Source: an optimization exercise on an open RTL-to-GDS flow (aim: small area, a short achievable clock period and few clock cycles per item). Production flows keep margins and buffers that such runs may drop.
At most, simulation tests tie the RTL to the original design; equivalence was not proved.

Setup of JK:
==> flow/design.v (excerpt) <==
module NTTN (input             clk, reset,
             input             load_w,
             input             load_data,
             input             start,
             input             start_intt,
             input      [13:0] din,
             output reg        done,
             output reg [13:0] dout);
localparam NM = 5;    
localparam T0 = 65;   
localparam LS = 2 + NM;        
localparam RUN0 = 34;          
integer i;
reg        lw_r, ld_r, st_r, sti_r;
reg [13:0] din_r;
always @(posedge clk or posedge reset) begin
    if (reset) begin
        lw_r <= 1'b0; ld_r <= 1'b0; st_r <= 1'b0; sti_r <= 1'b0;
    end else begin
        lw_r <= load_w; ld_r <= load_data; st_r <= start; sti_r <= start_intt;
    end
end
always @(posedge clk) din_r <= din;
reg        wact;
reg [6:0]  wcnt;
always @(posedge clk or posedge reset) begin
    if (reset) begin
        wact <= 1'b0; wcnt <= 7'd0;
    end else if (lw_r) begin
        wact <= 1'b1; wcnt <= 7'd0;
    end else if (wact) begin
        wcnt <= wcnt + 7'd1;
        if (wcnt == 7'd65) wact <= 1'b0;
    end
end
reg [13:0] Tr [0:15];
reg [3:0]  tph;
reg [13:0] q;
wire       tload = wact && (wcnt < 7'd16);
wire [3:0] tph_n = (wact && wcnt == 7'd15) ? 4'd0 : tph + 4'd1;
always @(posedge clk) begin
    for (i = 0; i < 15; i = i + 1) Tr[i] <= Tr[i + 1];
    Tr[15] <= tload ? din_r : Tr[0];
    tph <= tph_n;
    if (wact && wcnt == 7'd64) q <= din_r;
end
reg        act;
reg [6:0]  cnt;
reg        dirv, intt;
wire       strt  = st_r || sti_r;
wire       hold  = (cnt == RUN0) && !dirv && !strt;
wire       intt_now = dirv ? intt : sti_r;
wire       intt_n = (act && strt && !dirv) ? sti_r : intt;
  ...
make LEC_CHECK=0 CAP_MARGIN=20 CORE_MARGIN=2 CORE_UTILIZATION=40 SETUP_SLACK_MARGIN=3.9 SLEW_MARGIN=20 finish   # period 7.5 ns
run.sh (not shown) runs the stock make flow with config.mk's settings and CLKGATE_MAP_FILE= SYNTH_SCRIPT=/design/flow/synth_recipe.tcl, a recipe that flattens the netlist after the stock synthesis.
Testbench counts of JK, summed over its fixed seeds: cycles 6,208, transforms 64.
[inputs] PW vs JK
-- flow/config.mk --
<<< JK, line 8
export CAP_MARGIN = 20
export CORE_MARGIN = 2
export CORE_UTILIZATION = 40
export SETUP_SLACK_MARGIN = 3.9
export SLEW_MARGIN = 20
>>> PW, line 8
export CAP_MARGIN = 20
export CORE_MARGIN = 2
export CORE_UTILIZATION = 55
export SETUP_SLACK_MARGIN = 4.3
export SLEW_MARGIN = 20
Results
- Sort JK and PW by post-placement setup slack, ascending, and PW comes first.
- PW gives more portion of the clock cycle consumed by the worst path in the final layout than JK did.
- Relative to JK, average via count per standard cell increased by about 8% in PW.
- PW vs. JK: number of tap cells added at floorplan now sits lower.
- JK has higher final non-filler cell total than PW.
- The total wire length after detailed routing of PW exceeds that of JK by 2.0%.
- Final period demand of the worst path for PW is higher than for JK.


## main
NTTN, a different RTL version from the one above (not shown whole).
For scale: about 5400 cells after synthesis, about 35 I/O pins, about 68000 sq um of cells after synthesis.
Settings: LEC_CHECK=0, CAP_MARGIN=20, CORE_MARGIN=2, CORE_UTILIZATION=40, SETUP_SLACK_MARGIN=3.9, SLEW_MARGIN=20; clock period 7.5 ns.
Input changes introduced in the feature branch (baseline for comparison: main):
Settings: SETUP_SLACK_MARGIN changed from 3.9 to 4.2.
Results
Against main, instance area at placement in the feature branch rose slightly. The feature branch and main ended up with roughly the same non-clock inverter count in the final layout. Diff main -> the feature branch: peak per-stage delay on the critical path now sits lower, diode insertion count for antenna repair now sits higher. Per the comparison of the feature branch with main, clock-cell share of area about even, cell area picked up an extra 2.3%. The feature branch: global-route usage is 0.46 points higher than what main reported. Between main and the feature branch, the layout multi-input combinational cell count figures differ only marginally. As far as tap cell count is concerned, main and the feature branch perform about the same.
Function was not checked in any run of this note: the RTL went through the layout flow alone.


the baseline:
NTTN, a different RTL version from the one above (not shown whole).
Size: roughly 1300 flip-flops, roughly 35 I/O pins, about 0.069 sq mm of cells after synthesis.
Settings: LEC_CHECK=0, CAP_MARGIN=20, CORE_MARGIN=2, CORE_UTILIZATION=40, SETUP_SLACK_MARGIN=4.2, SLEW_MARGIN=20; clock period 7.5 ns.
Testbench counts of the baseline, summed over its fixed seeds: cycles 7,296, transforms 64.
Inputs modified between the baseline and the candidate:
- changing SETUP_SLACK_MARGIN from 4.2 to 3.9
Notes after the runs:
The candidate reached the end of the flow, and the finished layout is clean on the timing, design-rule and antenna checks.
H-tree depth came out exactly the same in the candidate and the baseline.
Summary of the candidate over the baseline: total number of vias shrank by 681; fraction of area in multi-input gates held steady; cell count shrank by 109.
Compared with the baseline, detailed-route wire length in the candidate decreased by a few percent.
Summary: time the worst path needs with I/O delays and setup, the candidate worse than the baseline
The baseline → the candidate: total area of multi-input combinational cells down 3.0%; combined flip-flop and latch cell area saw little to no change; clock tree cell share of total cell area essentially unchanged; utilization went down by 1.4 points.
Layout overhead on the synthesized area: the candidate < the baseline


Another version of the RTL of NTTN (not shown whole).
Size in the first run: roughly 0.065 mm^2 of cells after synthesis.
clock: 7.5 ns
lec_check: 0
abc_clock_period_in_ps: 3500
cap_margin: 20
core_margin: 2
core_utilization: 40
setup_slack_margin: 3.5
slew_margin: 20
==> next run, changes <==
--- a/flow/config.mk
+++ b/flow/config.mk
@@ -12 +11,0 @@
-export SETUP_SLACK_MARGIN = 3.5
After rerunning: Cell area came out lower by 12%; first-iteration DRC count shrinks by 20%; setup slack loses 740 ps; global-route usage shrinks by 1.7 points; fmax came out lower by 11%; routed wire length went down by 9.5%.
No run of this note included a check of the RTL's function; only the layout flow was run.


before:
NTTN, a different RTL version from the one above (not shown whole).
Size: ~1300 flip-flops, ~67000 sq um of cells after synthesis.
clock: 7.5 ns
lec_check: 0
cap_margin: 20
core_margin: 2
core_utilization: 40
setup_slack_margin: 2.7
slew_margin: 20
Testbench counts of before, summed over its fixed seeds: cycles 6,336, transforms 64.
--- input diff before..after ---
- removing SETUP_SLACK_MARGIN (formerly 2.7)
Results
Total of cells resized after clock tree synthesis: higher on before. ~same I/O pin count in before and after. In terms of routed wire length, after and before differ only marginally. In after the post-synthesis to final-layout area growth turned out 0.18 points lower than in before. The total number of vias on before is in line with that on after. Going from before to after, maximum frequency from static timing analysis shrank by more than 10%. The run with more setup slack is before; after has less. Count of pins over their slew limit: after vs before, no meaningful difference. In after, the final period utilization came out 10 points above the value in before.

-- separate check: timing with driven ports --
The results above use ideal ports. As a check the final layouts listed here were re-extracted and re-timed, cells and wires unchanged.
Step 1: set_driving_cell puts a clkbuf_16 on clk and a buf_2 on each other input, an assumption about the parent block.
Step 2 times the ports against the registers' clock, not the clock port: input delays grow and output delays shrink by t, the midpoint of the rising clock arrivals with the driver on.
a / b / c = ideal / step 1 / step 2; a / b = the first two.
| run | t (ns) | setup slack, ns | worst register clock-pin slew, ns | cell pins on the clock port's net |
|---|---|---|---|---|
| JK | 0.849 | 3.743 / 3.743 / 3.743 | 0.07 / 0.07 | 1 |
| PW | 0.851 | 3.702 / 3.702 / 3.702 | 0.06 / 0.06 | 1 |
| main | 0.851 | 3.803 / 3.803 / 3.803 | 0.07 / 0.07 | 1 |
| the feature branch | 0.863 | 3.664 / 3.664 / 3.664 | 0.07 / 0.07 | 1 |
| the baseline | 0.855 | 4.066 / 4.066 / 4.066 | 0.07 / 0.07 | 1 |
| the candidate | 0.847 | 3.951 / 3.951 / 3.951 | 0.07 / 0.07 | 1 |
| the first run of note 4 | 0.830 | 1.260 / 1.260 / 1.260 | 0.07 / 0.07 | 1 |
| the second run of note 4 | 0.825 | 0.516 / 0.516 / 0.516 | 0.07 / 0.07 | 1 |
| before | 0.830 | 2.978 / 2.978 / 2.978 | 0.07 / 0.07 | 1 |
| after | 0.829 | 2.202 / 2.202 / 2.202 | 0.07 / 0.07 | 1 |
After both steps every run listed still meets setup and hold.
